Context: an optimization exercise on an open-source flow, tuned for small area, a short achievable clock period and few clock cycles. The choices shown serve that exercise and are no tape-out recipe.
In this exercise RTL edits were held to simulation tests only and were not proved equivalent to the original.

// exu
module exu(
	input wire clk,
	input wire rstn,
	input wire [19:0] ex_sig,
	input wire [31:0] ex_src1,
	input wire [31:0] ex_src2,
	input wire ex_out_valid,
	output reg [31:0] ex_result,
	output wire [2:0] ex_exception,
	output reg ex_in_valid
	);
For scale: ~6000 cells after synthesis, about 120 I/O pins.
export LEC_CHECK = 0
export ABC_CLOCK_PERIOD_IN_PS = 5000
export CAP_MARGIN = 30
export CORE_MARGIN = 2
export CORE_UTILIZATION = 45
export SETUP_SLACK_MARGIN = 4
export SLEW_MARGIN = 30
export TNS_END_PERCENT = 10
create_clock -name core_clock -period 10.0 [get_ports {clk}]
run.sh (not shown) runs the stock make flow with config.mk's settings and CLKGATE_MAP_FILE= SYNTH_SCRIPT=/design/flow/synth_recipe.tcl, a recipe that flattens the netlist after the stock synthesis.
Testbench counts at the start, summed over its fixed seeds: cycles 119,400.
Edit:
--- a/flow/design.v
+++ b/flow/design.v
@@ -23,15 +23,14 @@
 	reg SY, SWP, F1, FSUB, SGL;
 	reg [4:0] cnt;
 	reg sA, sB;
 	reg o_fdiv, o_div, o_rem, o_sdiv;
 	reg SIGX, SIGD;
 	reg [4:0] osel;        
 	reg os_cmp, os_sg, R0;
-	reg [1:0] mw;
 	wire [31:0] i1 = ex_src1;
 	wire [31:0] i2 = ex_src2;
 	wire eq31 = i1[30:0] == i2[30:0];
 	wire lt31 = i1[30:0] < i2[30:0];
 	wire gt31 = ~lt31 & ~eq31;
 	wire feq = eq31 & (i1[31] == i2[31]);
 	wire flt = (i1[31] & ~i2[31]) | (~i1[31] & ~i2[31] & lt31) | (i1[31] & i2[31] & gt31);
@@ -42,17 +41,14 @@
 	wire is_cmp = |ex_sig[16:12];
 	wire is_imul = |ex_sig[3:0];
 	wire is_div = |ex_sig[7:4];
 	wire is_fadd = ex_sig[8] | ex_sig[9];
 	wire [8:0] ed = {1'b0, i1[30:23]} - {1'b0, i2[30:23]};
 	wire [7:0] sm_i = ed[8] ? (i2[30:23] - i1[30:23]) : ed[7:0];
 	wire fa_sy = gt31 ? i1[31] : (i2[31] ^ ex_sig[9]);
-	wire [1:0] msteps = (i2[31:7] == {25{i2[31]}}) ? 2'd0 :
-	                    (i2[31:15] == {17{i2[31]}}) ? 2'd1 :
-	                    (i2[31:23] == {9{i2[31]}}) ? 2'd2 : 2'd3;
 	wire [32:0] ma = MA;
 	wire last = cnt == 5'd0;
 	wire sd = last & sB & Q[7];
 	wire [40:0] t;
 	mstep mstep_u (.ma(ma), .d({sd, Q[7:0]}), .P(P), .t(t));
 	wire [22:0] mymux = P[23] ? P[22:0] : {P[21:0], Q[31]};
 	wire [31:0] dmin = A;
@@ -121,16 +117,16 @@
 			ex_in_valid <= 1'b0;
 		end else begin
 			ex_in_valid <= 1'b0;
 			if (idle & ex_out_valid) begin
 				A <= ex_sig[11] ? {7'd0, 1'b1, 13'd0, 11'd0} + {22'd0, 1'b1, ex_src2[22:13]} + 32'd1 : ex_src1;
 				B <= ex_src2;
 				sA <= ex_sig[1] | ex_sig[2];
-				sB <= ex_sig[0] | ex_sig[1];
-				MA <= ex_sig[10] ? {10'd1, ex_src1[22:0]} : {(ex_sig[0] | ex_sig[1] | ex_sig[2]) & ex_src1[31], ex_src1};
+				sB <= ex_sig[1];
+				MA <= ex_sig[10] ? {10'd1, ex_src1[22:0]} : {(ex_sig[1] | ex_sig[2]) & ex_src1[31], ex_src1};
 				ph_sq <= 1'b0;
 				ph_m1 <= 1'b0;
 				o_fdiv <= ex_sig[11];
 				o_div <= ex_sig[4] | ex_sig[5];
 				o_rem <= ex_sig[6] | ex_sig[7];
 				o_sdiv <= ex_sig[4] | ex_sig[6];
 				SIGX <= ex_src1[31];
@@ -140,16 +136,15 @@
 				SWP <= lt31;
 				EY0 <= sm_i;
 				R0 <= cmp_bit;
 				P <= ex_sig[11] ? {1'b0, ex_src1} : 33'd0;
 				Q <= ex_sig[10] ? {8'd0, 1'b1, ex_src2[22:0]} :
 				     ex_sig[11] ? {8'd0, 1'b1, ex_src2[22:13], 1'b1, 12'd0} : ex_src2;
 				X <= 13'd0;
-				cnt <= ex_sig[10] ? 5'd2 : ex_sig[11] ? 5'd6 : ex_sig[0] ? {3'd0, msteps} : 5'd3;
-				mw <= ex_sig[0] ? msteps : 2'd3;
+				cnt <= ex_sig[10] ? 5'd2 : ex_sig[11] ? 5'd6 : 5'd3;
 				SGL <= 1'b1;
 				os_cmp <= |ex_sig[14:12];
 				os_sg <= ex_sig[15] | ex_sig[16];
 				osel <= {ex_sig[10] | ex_sig[11], ex_sig[4] | ex_sig[5], ex_sig[6] | ex_sig[7], ex_sig[0], ~(ex_sig[0] | is_div | ex_sig[10] | ex_sig[11] | is_cmp)};
 				ex_in_valid <= is_cmp;
 				st_mul <= is_imul | ex_sig[10];
 				st_fa1 <= is_fadd;
@@ -181,24 +176,18 @@
 				st_dneg <= 1'b0;
 				st_dnorm <= 1'b1;
 			end
 			if (st_dnorm) begin
 				st_dnorm <= 1'b0;
 				if (B == 32'd0) begin
 					B <= 32'hffffffff;
-					if (o_sdiv & ((o_div & (SIGX ^ SIGD)) | (o_rem & SIGX)))
-						st_dfix <= 1'b1;
-					else
-						ex_in_valid <= 1'b1;
+					st_dfix <= 1'b1;
 				end else if (nsh[6]) begin
 					B <= 32'd0;
-					if (o_sdiv & o_rem & SIGX)
-						st_dfix <= 1'b1;
-					else
-						ex_in_valid <= 1'b1;
+					st_dfix <= 1'b1;
 				end else begin
 					Q <= Bsh;
 					B <= 32'd0;
 					cnt <= {1'b0, nsh[4:1]};
 					SGL <= ~nsh[0];
 					st_diter <= 1'b1;
 				end
@@ -262,18 +251,15 @@
 				st_mul <= 1'b1;
 			end
 		end
 	end
 	wire [31:0] fpack = {SY, P[23] ? EY1 : EY0, mymux};
 	always @(*) begin
 		ex_result = ({32{osel[0]}} & P[31:0]) |
-		            ({32{osel[1] & (mw == 2'd3)}} & Q) |
-		            ({32{osel[1] & (mw == 2'd2)}} & {P[7:0], Q[31:8]}) |
-		            ({32{osel[1] & (mw == 2'd1)}} & {P[15:0], Q[31:16]}) |
-		            ({32{osel[1] & (mw == 2'd0)}} & {P[23:0], Q[31:24]}) |
+		            ({32{osel[1]}} & Q) |
 		            ({32{osel[2]}} & A) |
 		            ({32{osel[3]}} & B) |
 		            ({32{osel[4]}} & fpack) |
 		            {os_sg & R0, {31{os_sg}} & A[30:0]} |
 		            {31'd0, os_cmp & R0};
 	end
 endmodule
=> First-iteration DRC count falls by 17%; non-clock buffer count drops by 116; via count falls by 7.1%; wire length goes down by 9.4%; setup slack degrades by 0.18 ns; final area drops by 5.1%; hold slack degrades by 0.0051 ns; synthesized cell count goes down by 4.7%; final cell count came out lower by 5.4%; synthesized area came out lower by 2.5%; global-route usage goes down by 3.7 points; core utilization is lower by 1.7 points.
Testbench counts after the change, summed over its fixed seeds: cycles 125,594.

afterwards: timing with drivers on the ports:
The results above use ideal ports. As a check the final layouts listed here were re-extracted and re-timed, cells and wires unchanged. Step 1: set_driving_cell puts a clkbuf_16 on clk and a buf_2 on each other input, an assumption about the parent block. Step 2 moves the port delays by t, midway between the first and last clock arrival at a register: inputs arrive t later, outputs are due t later. That takes back most of the time a late clock gives input paths. Three values: ideal, step 1, step 2; two values: the first two.
run	t, ns	setup slack, ns	latest minus earliest clock arrival (ns)	worst register clock-pin slew, ns
the first run	0.667	3.774 / 3.774 / 3.503	0.035 / 0.035	0.07 / 0.07
the second run	0.702	3.591 / 3.591 / 3.288	0.032 / 0.031	0.08 / 0.08
After both steps every run listed still meets setup and hold. The setup slack of the second run, which loses most, moves by 0.000 ns with the drivers and by -0.303 ns with both steps.
